Source: an optimization exercise on an open RTL-to-GDS flow (aim: small area). Production flows keep margins and buffers that such runs may drop. Function was checked by simulation only, so behaviour that the tests miss may differ from the original. The flow treats the clock pin as an ideal source. Dropping or thinning the clock tree relies on that and would not hold on a real chip. Power is estimated from default activity; no workload was simulated.

Setup of run 1:
// Top_UART
module Top_UART(
    input wire i_clk,
    input wire i_reset,
    input wire i_rx,
    output wire o_tx,
    output wire [7:0] operando_A, operando_B
);
    reg [8:0] bcnt;
    wire tick = bcnt[0] & ~bcnt[2] & ~bcnt[5] & bcnt[6] & bcnt[7] & ~bcnt[8];
    always @(posedge i_clk)
        if (i_reset | tick) bcnt <= 9'd17;
        else                bcnt <= {~bcnt[7:0], bcnt[8] ^ bcnt[1]};
    reg        ridle;
    reg [3:0]  rt;
    reg [9:0]  rsn;
    wire rseg    = tick & (rt == 4'd15);
    wire rx_done = ~ridle & rseg & ~rsn[0] & i_rx;
    wire [7:0] rbyte = ~rsn[9:2];
    always @(posedge i_clk) begin
        if (i_reset)
            ridle <= 1'b1;
        else if (ridle) begin
            if (~i_rx) ridle <= 1'b0;
        end else if (rseg & ~rsn[0])
            ridle <= 1'b1;
    end
    always @(posedge i_clk) begin
        if (ridle) begin
            rt  <= 4'd8;
            rsn <= 10'b01_1111_1111;
        end else begin
            if (tick) rt <= rt + 4'd1;
            if (rseg) rsn <= {~i_rx, rsn[9:1]};
        end
    end
    reg [3:0] ts, tt;
    wire [3:0] s = ts;
    wire loada = rx_done & ~ts[2] & ~ts[1];
    wire loadb = rx_done & ts[1];
    wire load  = rx_done & ts[2];
    wire pre   = ~ts[3] & ts[2] & ts[1] & ~ts[0];
    wire tadv  = pre | (tick & (ts[3] | (ts[2] & ts[1])));
    wire tend  = (tt == 4'd15);
    always @(posedge i_clk) begin
        if (load)      tt <= 4'hE;
        else if (tadv) tt <= tt + 4'd1;
        if (i_reset)   ts <= 4'd0;
        else if (rx_done)     ts <= ts + 4'd2;
        else if (tadv & tend) ts <= ts + 4'd1;
    end
    wire tseg = tick & tend;
    reg [7:0] ra, rb;
    wire [7:0] rdat = ~(rsn[9:2] | {8{i_reset}});
  ...
==> flow/config.mk <==
export PLATFORM = sky130hd
export DESIGN_NAME = Top_UART
export DESIGN_NICKNAME = Top_UART
export VERILOG_FILES = /design/flow/design.v
export SDC_FILE = /design/flow/constraint.sdc
export NUM_CORES = 4
export LEC_CHECK = 0
export CAP_MARGIN = 20
export CORE_MARGIN = 2
export CORE_UTILIZATION = 40
export GPL_TIMING_DRIVEN = 0
export SLEW_MARGIN = 20
==> flow/constraint.sdc <==
create_clock -name core_clock -period 10.0 [get_ports {i_clk}]
set_input_delay 2.0000 -clock core_clock [delete_from_list [all_inputs] [get_ports {i_clk}]]
set_output_delay 2.0000 -clock core_clock [all_outputs]
set_load 0.01 [all_outputs]
standard.sh (not shown) runs the stock make flow with config.mk's settings and CLKGATE_MAP_FILE= SYNTH_SCRIPT=/design/flow/synth_recipe.tcl, a recipe that flattens the netlist after the stock synthesis.
==> flow/flow/run.sh <==
#!/bin/bash
# The standard layout (standard.sh) with these changes:
#  - synthesis is the standard flow's own script, except that the one ABC call that maps
#    the logic is run with several area-oriented ABC scripts (flow/abc_*.abc)
#    and the smallest result is kept (flow/abc_override.tcl), and adders are
#    left to ABC instead of being mapped to full/half-adder cells first;
#    registers are mapped before ABC, as in the standard synthesis;
#  - port buffers are the smallest buffer (buf_1);
#  - after CTS, its tree is replaced by 4 clkbuf_8 driven straight from the
#    clock port, each driving one balanced cluster of flip-flops (flow/clock_tree.tcl).
set -euo pipefail
here=$(pwd)
export FLOW_DIR=$here
export FLOW_CLK_K=4
export FLOW_CLK_BUF=sky130_fd_sc_hd__clkbuf_8
export FLOW_ABC_SCRIPTS="$(ls $here/flow/abc_*.abc | tr '\n' ' ')"
{ head -n 1 synth_recipe.tcl; cat flow/abc_override.tcl; tail -n +2 synth_recipe.tcl; } > flow_synth.tcl
bash standard.sh \
  SYNTH_SCRIPT=$here/flow_synth.tcl \
  ADDER_MAP_FILE= \
  "BUFFER_PORTS_ARGS=-buffer_cell sky130_fd_sc_hd__buf_1" \
  "CTS_ARGS=-sink_clustering_enable -repair_clock_nets -dont_use_dummy_load -buf_list sky130_fd_sc_hd__clkbuf_8" \
  POST_CTS_TCL=$here/flow/clock_tree.tcl \
  finish > flow_standard.log 2>&1
==> flow/flow/abc_g4.abc <==
&get -n
&st
&syn2
&deepsyn -T 20 -S 3
&put
strash
dch
amap
==> flow/flow/abc_h1.abc <==
&get -n
&st
&syn2
&deepsyn -T 20 -S 1
&put
strash
dch
amap
==> flow/flow/abc_h2.abc <==
&get -n
&st
&syn2
&deepsyn -T 20 -S 2
&put
strash
dch
amap
==> flow/flow/abc_h4.abc <==
&get -n
&st
&syn2
&deepsyn -T 20 -S 4
&put
strash
dch
amap
==> flow/flow/abc_h5.abc <==
&get -n
&st
&syn2
&deepsyn -T 20 -S 5
&put
strash
dch
amap
==> flow/flow/abc_h6.abc <==
&get -n
&st
&syn2
&deepsyn -T 20 -S 6
&put
strash
dch
amap
==> flow/flow/abc_h7.abc <==
&get -n
&st
&syn2
&deepsyn -T 20 -S 7
&put
strash
dch
amap
==> flow/flow/abc_i2.abc <==
&get -n
&st
&syn2
&deepsyn -T 20 -S 2
&dch
&nf -R 1000
&put
==> flow/flow/abc_i3.abc <==
&get -n
&st
&syn2
&deepsyn -T 20 -S 3
&dch
&nf -R 1000
&put
==> flow/flow/abc_j3.abc <==
&get -n
&st
&syn2
&deepsyn -T 60 -S 3
&put
strash
dch
amap
==> flow/flow/abc_k10.abc <==
&get -n
&st
&syn2
&deepsyn -T 20 -S 10
&put
strash
dch
amap
==> flow/flow/abc_k11.abc <==
&get -n
&st
&syn2
&deepsyn -T 20 -S 11
&put
strash
dch
amap
==> flow/flow/abc_k8.abc <==
&get -n
&st
&syn2
&deepsyn -T 20 -S 8
&put
strash
dch
amap
==> flow/flow/abc_k9.abc <==
&get -n
&st
&syn2
&deepsyn -T 20 -S 9
&put
strash
dch
amap
==> flow/flow/clock_tree.tcl <==
# Replace the clock tree built by CTS with FLOW_CLK_K buffers driven straight
# from the clock port, each driving one cluster of the clock sinks (k-means on
# the sink locations, balanced), placed at its cluster's centre.
set block [ord::get_db_block]
set clk_port_net [$block findNet i_clk]
set bufs {}
foreach inst [$block getInsts] {
  set m [[$inst getMaster] getName]
  if {[string match "sky130_fd_sc_hd__clkbuf_*" $m] && [string match "clkbuf_*" [$inst getName]]} {
    lappend bufs [$inst getName]
  }
}
puts "flow: removing clock tree buffers: $bufs"
if {[llength $bufs] > 0} { remove_buffers {*}$bufs }
set pts {}
foreach it [$clk_port_net getITerms] {
  set inst [$it getInst]
  set bb [$inst getBBox]
  set x [expr {([$bb xMin] + [$bb xMax]) / 2.0}]
  set y [expr {([$bb yMin] + [$bb yMax]) / 2.0}]
  lappend pts [list [$inst getName] [[$it getMTerm] getName] $x $y]
}
set k $::env(FLOW_CLK_K)
set n [llength $pts]
# initial centres: sinks spread by sorted x+y
set sorted [lsort -real -index 2 $pts]
set cs {}
for {set i 0} {$i < $k} {incr i} {
  set p [lindex $sorted [expr {int(($i + 0.5) * $n / $k)}]]
  lappend cs [list [lindex $p 2] [lindex $p 3]]
}
# k-means with balanced clusters: each cluster takes at most ceil(n/k) sinks;
# sinks are assigned in order of how much they prefer their nearest centre
set cap [expr {($n + $k - 1) / $k}]
for {set iter 0} {$iter < 50} {incr iter} {
  set order {}
  foreach p $pts {
    set ds {}
    for {set i 0} {$i < $k} {incr i} {
      set c [lindex $cs $i]
      lappend ds [list $i [expr {abs([lindex $p 2] - [lindex $c 0]) + abs([lindex $p 3] - [lindex $c 1])}]]
    }
    set ds [lsort -real -index 1 $ds]
    set regret [expr {[llength $ds] > 1 ? [lindex $ds 1 1] - [lindex $ds 0 1] : 0}]
    lappend order [list $regret $p $ds]
  }
  set order [lsort -real -decreasing -index 0 $order]
  set groups {}
  set cnt {}
  for {set i 0} {$i < $k} {incr i} { lappend groups {}; lappend cnt 0 }
  foreach e $order {
    set p [lindex $e 1]
    foreach d [lindex $e 2] {
      set i [lindex $d 0]
      if {[lindex $cnt $i] < $cap} {
        lset groups $i [concat [lindex $groups $i] [list $p]]
        lset cnt $i [expr {[lindex $cnt $i] + 1}]
        break
      }
    }
  }
  set cs {}
  foreach g $groups {
    set sx 0; set sy 0
    foreach p $g { set sx [expr {$sx + [lindex $p 2]}]; set sy [expr {$sy + [lindex $p 3]}] }
    set m [llength $g]
    if {$m == 0} { set m 1 }
    lappend cs [list [expr {$sx / $m}] [expr {$sy / $m}]]
  }
}
set dbu [$block getDbUnitsPerMicron]
for {set i 0} {$i < $k} {incr i} {
  set g [lindex $groups $i]
  if {[llength $g] == 0} continue
  set pins {}
  foreach p $g { lappend pins [get_pins "[lindex $p 0]/[lindex $p 1]"] }
  set c [lindex $cs $i]
  set cx [expr {[lindex $c 0] / $dbu}]; set cy [expr {[lindex $c 1] / $dbu}]
  set ib [insert_buffer -buffer_cell $::env(FLOW_CLK_BUF) -net i_clk -load_pins $pins -location [list $cx $cy] -buffer_name clkleaf_$i -net_name clkleaf_$i]
  set bi [$block findInst [get_full_name $ib]]
  puts "flow: buffer [$bi getName] [[$bi getMaster] getName] drives [llength $g] sinks at $cx $cy"
  foreach it [$bi getITerms] {
    if {[$it isOutputSignal]} { [$it getNet] setSigType CLOCK }
  }
}
$clk_port_net setSigType CLOCK
detailed_placement
check_placement -verbose
estimate_parasitics -placement
Other scripts of this flow, unchanged in this note and not shown: flow/flow/abc_a2.abc, flow/flow/abc_b5.abc, flow/flow/abc_d1.abc, flow/flow/abc_d3.abc, flow/flow/abc_d4.abc, flow/flow/abc_d6.abc, flow/flow/abc_d7.abc, flow/flow/abc_e4.abc, flow/flow/abc_e7.abc, flow/flow/abc_override.tcl
Run 1: flow completed, timing, DRC and antenna clean
Relative to run 1, the following input files were edited for run 2:
==> flow/flow/run.sh <==
#!/bin/bash
# The standard layout (standard.sh) with these changes:
#  - synthesis is the standard flow's own script, except that the one ABC call that maps
#    the logic is run with several area-oriented ABC scripts (flow/abc_*.abc,
#    and deepsyn scripts with several seeds written by this script)
#    and the smallest result is kept (flow/abc_override.tcl), and adders are
#    left to ABC instead of being mapped to full/half-adder cells first;
#    registers are mapped before ABC, as in the standard synthesis;
#  - port buffers are the smallest buffer (buf_1);
#  - after CTS, its tree is replaced by 3 clkbuf_8 driven straight from the
#    clock port, each driving one balanced cluster of flip-flops (flow/clock_tree.tcl).
set -euo pipefail
here=$(pwd)
export FLOW_DIR=$here
export FLOW_CLK_K=3
export FLOW_CLK_BUF=sky130_fd_sc_hd__clkbuf_8
# deepsyn scripts, one per seed, written here
mkdir -p $here/abc_gen
for sd in $(seq 1 28); do
  printf '&get -n\n&st\n&syn2\n&deepsyn -T 20 -S %d\n&put\nstrash\ndch\namap\n' $sd > $here/abc_gen/abc_ds$sd.abc
done
for sd in 1 2 3; do
  printf '&get -n\n&st\n&syn2\n&deepsyn -T 20 -S %d\n&dch\n&nf -R 1000\n&put\n' $sd > $here/abc_gen/abc_dn$sd.abc
done
export FLOW_ABC_SCRIPTS="$(ls $here/flow/abc_*.abc $here/abc_gen/abc_*.abc | tr '\n' ' ')"
{ head -n 1 synth_recipe.tcl; cat flow/abc_override.tcl; tail -n +2 synth_recipe.tcl; } > flow_synth.tcl
bash standard.sh \
  SYNTH_SCRIPT=$here/flow_synth.tcl \
  ADDER_MAP_FILE= \
  "BUFFER_PORTS_ARGS=-buffer_cell sky130_fd_sc_hd__buf_1" \
  "CTS_ARGS=-sink_clustering_enable -repair_clock_nets -dont_use_dummy_load -buf_list sky130_fd_sc_hd__clkbuf_8" \
  POST_CTS_TCL=$here/flow/clock_tree.tcl \
  finish > flow_standard.log 2>&1
removed: flow/flow/abc_g4.abc
removed: flow/flow/abc_h1.abc
removed: flow/flow/abc_h2.abc
removed: flow/flow/abc_h4.abc
removed: flow/flow/abc_h5.abc
removed: flow/flow/abc_h6.abc
removed: flow/flow/abc_h7.abc
removed: flow/flow/abc_i2.abc
removed: flow/flow/abc_i3.abc
removed: flow/flow/abc_j3.abc
removed: flow/flow/abc_k10.abc
removed: flow/flow/abc_k11.abc
removed: flow/flow/abc_k8.abc
removed: flow/flow/abc_k9.abc
Results
Changes observed in run 2 relative to run 1: power held, antenna diode instance count held.
Looking at main combinational cell family by area after synthesis, the compound AO/OA/AOI/OAI gates result is from run 2; the simple AND/OR/NAND/NOR gates one comes from run 1.
The sum of met2 wire segment lengths after detailed routing in run 2 is 0.895 times that in run 1.
Post-route fraction of the period consumed by the critical path for run 2: 5.5 points up relative to run 1
Sort run 2 and run 1 by worst setup slack after layout, ascending, and run 2 comes first.
Sequential-to-total area share from yosys stat delta (run 1 -> run 2): insignificant
### run 2 -> run 3
==> flow/flow/run.sh <==
#!/bin/bash
# The standard layout (standard.sh) with these changes:
#  - synthesis is the standard flow's own script, except that the one ABC call that maps
#    the logic is run with several area-oriented ABC scripts (flow/abc_*.abc)
#    and the smallest result is kept (flow/abc_override.tcl), and adders are
#    left to ABC instead of being mapped to full/half-adder cells first;
#    registers are mapped before ABC, as in the standard synthesis;
#  - port buffers are the smallest buffer (buf_1);
#  - after CTS, its tree is replaced by 3 clkbuf_8 driven straight from the
#    clock port, each driving one balanced cluster of flip-flops (flow/clock_tree.tcl).
set -euo pipefail
here=$(pwd)
export FLOW_DIR=$here
export FLOW_CLK_K=3
export FLOW_CLK_BUF=sky130_fd_sc_hd__clkbuf_8
export FLOW_ABC_SCRIPTS="$(ls $here/flow/abc_*.abc | tr '\n' ' ')"
{ head -n 1 synth_recipe.tcl; cat flow/abc_override.tcl; tail -n +2 synth_recipe.tcl; } > flow_synth.tcl
bash standard.sh \
  SYNTH_SCRIPT=$here/flow_synth.tcl \
  ADDER_MAP_FILE= \
  "BUFFER_PORTS_ARGS=-buffer_cell sky130_fd_sc_hd__buf_1" \
  "CTS_ARGS=-sink_clustering_enable -repair_clock_nets -dont_use_dummy_load -buf_list sky130_fd_sc_hd__clkbuf_8" \
  POST_CTS_TCL=$here/flow/clock_tree.tcl \
  finish > flow_standard.log 2>&1
==> flow/flow/abc_g4.abc (new file) <==
&get -n
&st
&syn2
&deepsyn -T 20 -S 3
&put
strash
dch
amap
==> flow/flow/abc_h1.abc (new file) <==
&get -n
&st
&syn2
&deepsyn -T 20 -S 1
&put
strash
dch
amap
==> flow/flow/abc_h2.abc (new file) <==
&get -n
&st
&syn2
&deepsyn -T 20 -S 2
&put
strash
dch
amap
==> flow/flow/abc_h4.abc (new file) <==
&get -n
&st
&syn2
&deepsyn -T 20 -S 4
&put
strash
dch
amap
==> flow/flow/abc_h5.abc (new file) <==
&get -n
&st
&syn2
&deepsyn -T 20 -S 5
&put
strash
dch
amap
==> flow/flow/abc_h6.abc (new file) <==
&get -n
&st
&syn2
&deepsyn -T 20 -S 6
&put
strash
dch
amap
==> flow/flow/abc_h7.abc (new file) <==
&get -n
&st
&syn2
&deepsyn -T 20 -S 7
&put
strash
dch
amap
==> flow/flow/abc_i2.abc (new file) <==
&get -n
&st
&syn2
&deepsyn -T 20 -S 2
&dch
&nf -R 1000
&put
==> flow/flow/abc_i3.abc (new file) <==
&get -n
&st
&syn2
&deepsyn -T 20 -S 3
&dch
&nf -R 1000
&put
==> flow/flow/abc_j3.abc (new file) <==
&get -n
&st
&syn2
&deepsyn -T 60 -S 3
&put
strash
dch
amap
==> flow/flow/abc_k10.abc (new file) <==
&get -n
&st
&syn2
&deepsyn -T 20 -S 10
&put
strash
dch
amap
==> flow/flow/abc_k11.abc (new file) <==
&get -n
&st
&syn2
&deepsyn -T 20 -S 11
&put
strash
dch
amap
==> flow/flow/abc_k8.abc (new file) <==
&get -n
&st
&syn2
&deepsyn -T 20 -S 8
&put
strash
dch
amap
==> flow/flow/abc_k9.abc (new file) <==
&get -n
&st
&syn2
&deepsyn -T 20 -S 9
&put
strash
dch
amap
- Looking at met3 usage in global routing across run 3 and run 2, the one that comes out lower is run 3.
- Summary — detailed-route wire length, run 3 relative to run 2: higher, by 49 microns.
- Global router's overall resource usage ended up 0.44 points higher on run 3 than on run 2.
- Summary of the comparison: portion of the clock cycle consumed by the worst path in the final layout is lower in run 3, relative to run 2.
- Changes observed in run 3 relative to run 2: power decreased by 0.0000086 W relative to the old numbers; area after synthesis held steady; non-clock inverter total of the final layout increased 1.
- Of run 3 and run 2, the run reporting the higher final period demand of the worst path was run 2.
- [run 3] cell count rose about 2.3% relative to run 2
## Diff of input files: run 4 against run 3
-- flow/flow/run.sh --
<<< run 3, line 7
#    registers are mapped before ABC, as in the standard synthesis;
#  - port buffers are the smallest buffer (buf_1);
#  - after CTS, its tree is replaced by 3 clkbuf_8 driven straight from the
#    clock port, each driving one balanced cluster of flip-flops (flow/clock_tree.tcl).
set -euo pipefail
here=$(pwd)
export FLOW_DIR=$here
export FLOW_CLK_K=3
export FLOW_CLK_BUF=sky130_fd_sc_hd__clkbuf_8
export FLOW_ABC_SCRIPTS="$(ls $here/flow/abc_*.abc | tr '\n' ' ')"
>>> run 4, line 7
#    registers are mapped before ABC, as in the standard synthesis;
#  - port buffers are the smallest buffer (buf_1);
#  - after CTS, its tree is replaced by 4 clkbuf_8 driven straight from the
#    clock port, each driving one balanced cluster of flip-flops (flow/clock_tree.tcl).
set -euo pipefail
here=$(pwd)
export FLOW_DIR=$here
export FLOW_CLK_K=4
export FLOW_CLK_BUF=sky130_fd_sc_hd__clkbuf_8
export FLOW_ABC_SCRIPTS="$(ls $here/flow/abc_*.abc | tr '\n' ' ')"
removed: flow/flow/abc_h5.abc
removed: flow/flow/abc_h6.abc
removed: flow/flow/abc_h7.abc
removed: flow/flow/abc_j3.abc
removed: flow/flow/abc_k10.abc
removed: flow/flow/abc_k11.abc
removed: flow/flow/abc_k8.abc
removed: flow/flow/abc_k9.abc
### Flow results
- A launching element of the worst setup path of opc[1] is what run 3 shows, while i_reset belongs to run 4.
- Delta (run 4 minus run 3): worst-case vdd ir drop up 0.00078 mV; clock network fraction of total power higher; synthesized cell area ~0 delta; power after layout now sits higher.
- Part of the power in registers in run 4 is 1.7 points below run 3.
- Row overall fraction of global-route tracks in use: run 4 higher / run 3 lower

[port drivers added, routing unchanged]
The results above use ideal ports. As a check the final layouts listed here were re-extracted and re-timed, cells and wires unchanged. Step 1, drivers: a clkbuf_16 drives i_clk and a buf_2 each remaining input, both assumed. Step 2 adds t to the input delays and takes it off the output delays; t is the mean of the earliest and latest rising clock arrival at the registers after step 1. Input paths then give back, and output paths get back, about the clock's delay inside the block. a / b / c = ideal / step 1 / step 2; a / b = the first two.
run | shift t [ns] | setup slack, ns | hold WS [ns] | clock arrival spread, ns | worst data-port slew with drivers (ns)
run 1 | 0.193 | 6.472 / 6.472 / 6.365 | 0.372 / 0.372 / 0.372 | 0.008 / 0.008 | 0.03
run 2 | 0.209 | 5.927 / 5.927 / 5.927 | 0.373 / 0.373 / 0.373 | 0.018 / 0.018 | 0.03
run 3 | 0.206 | 6.496 / 6.496 / 6.368 | 0.375 / 0.375 / 0.375 | 0.006 / 0.006 | 0.03
run 4 | 0.194 | 6.265 / 6.289 / 6.095 | 0.382 / 0.382 / 0.382 | 0.009 / 0.009 | 0.03
After both steps setup and hold are still met in every run listed. For run 4, which loses most, drivers alone change the setup slack by +0.024 ns; drivers and shift together by -0.170 ns.
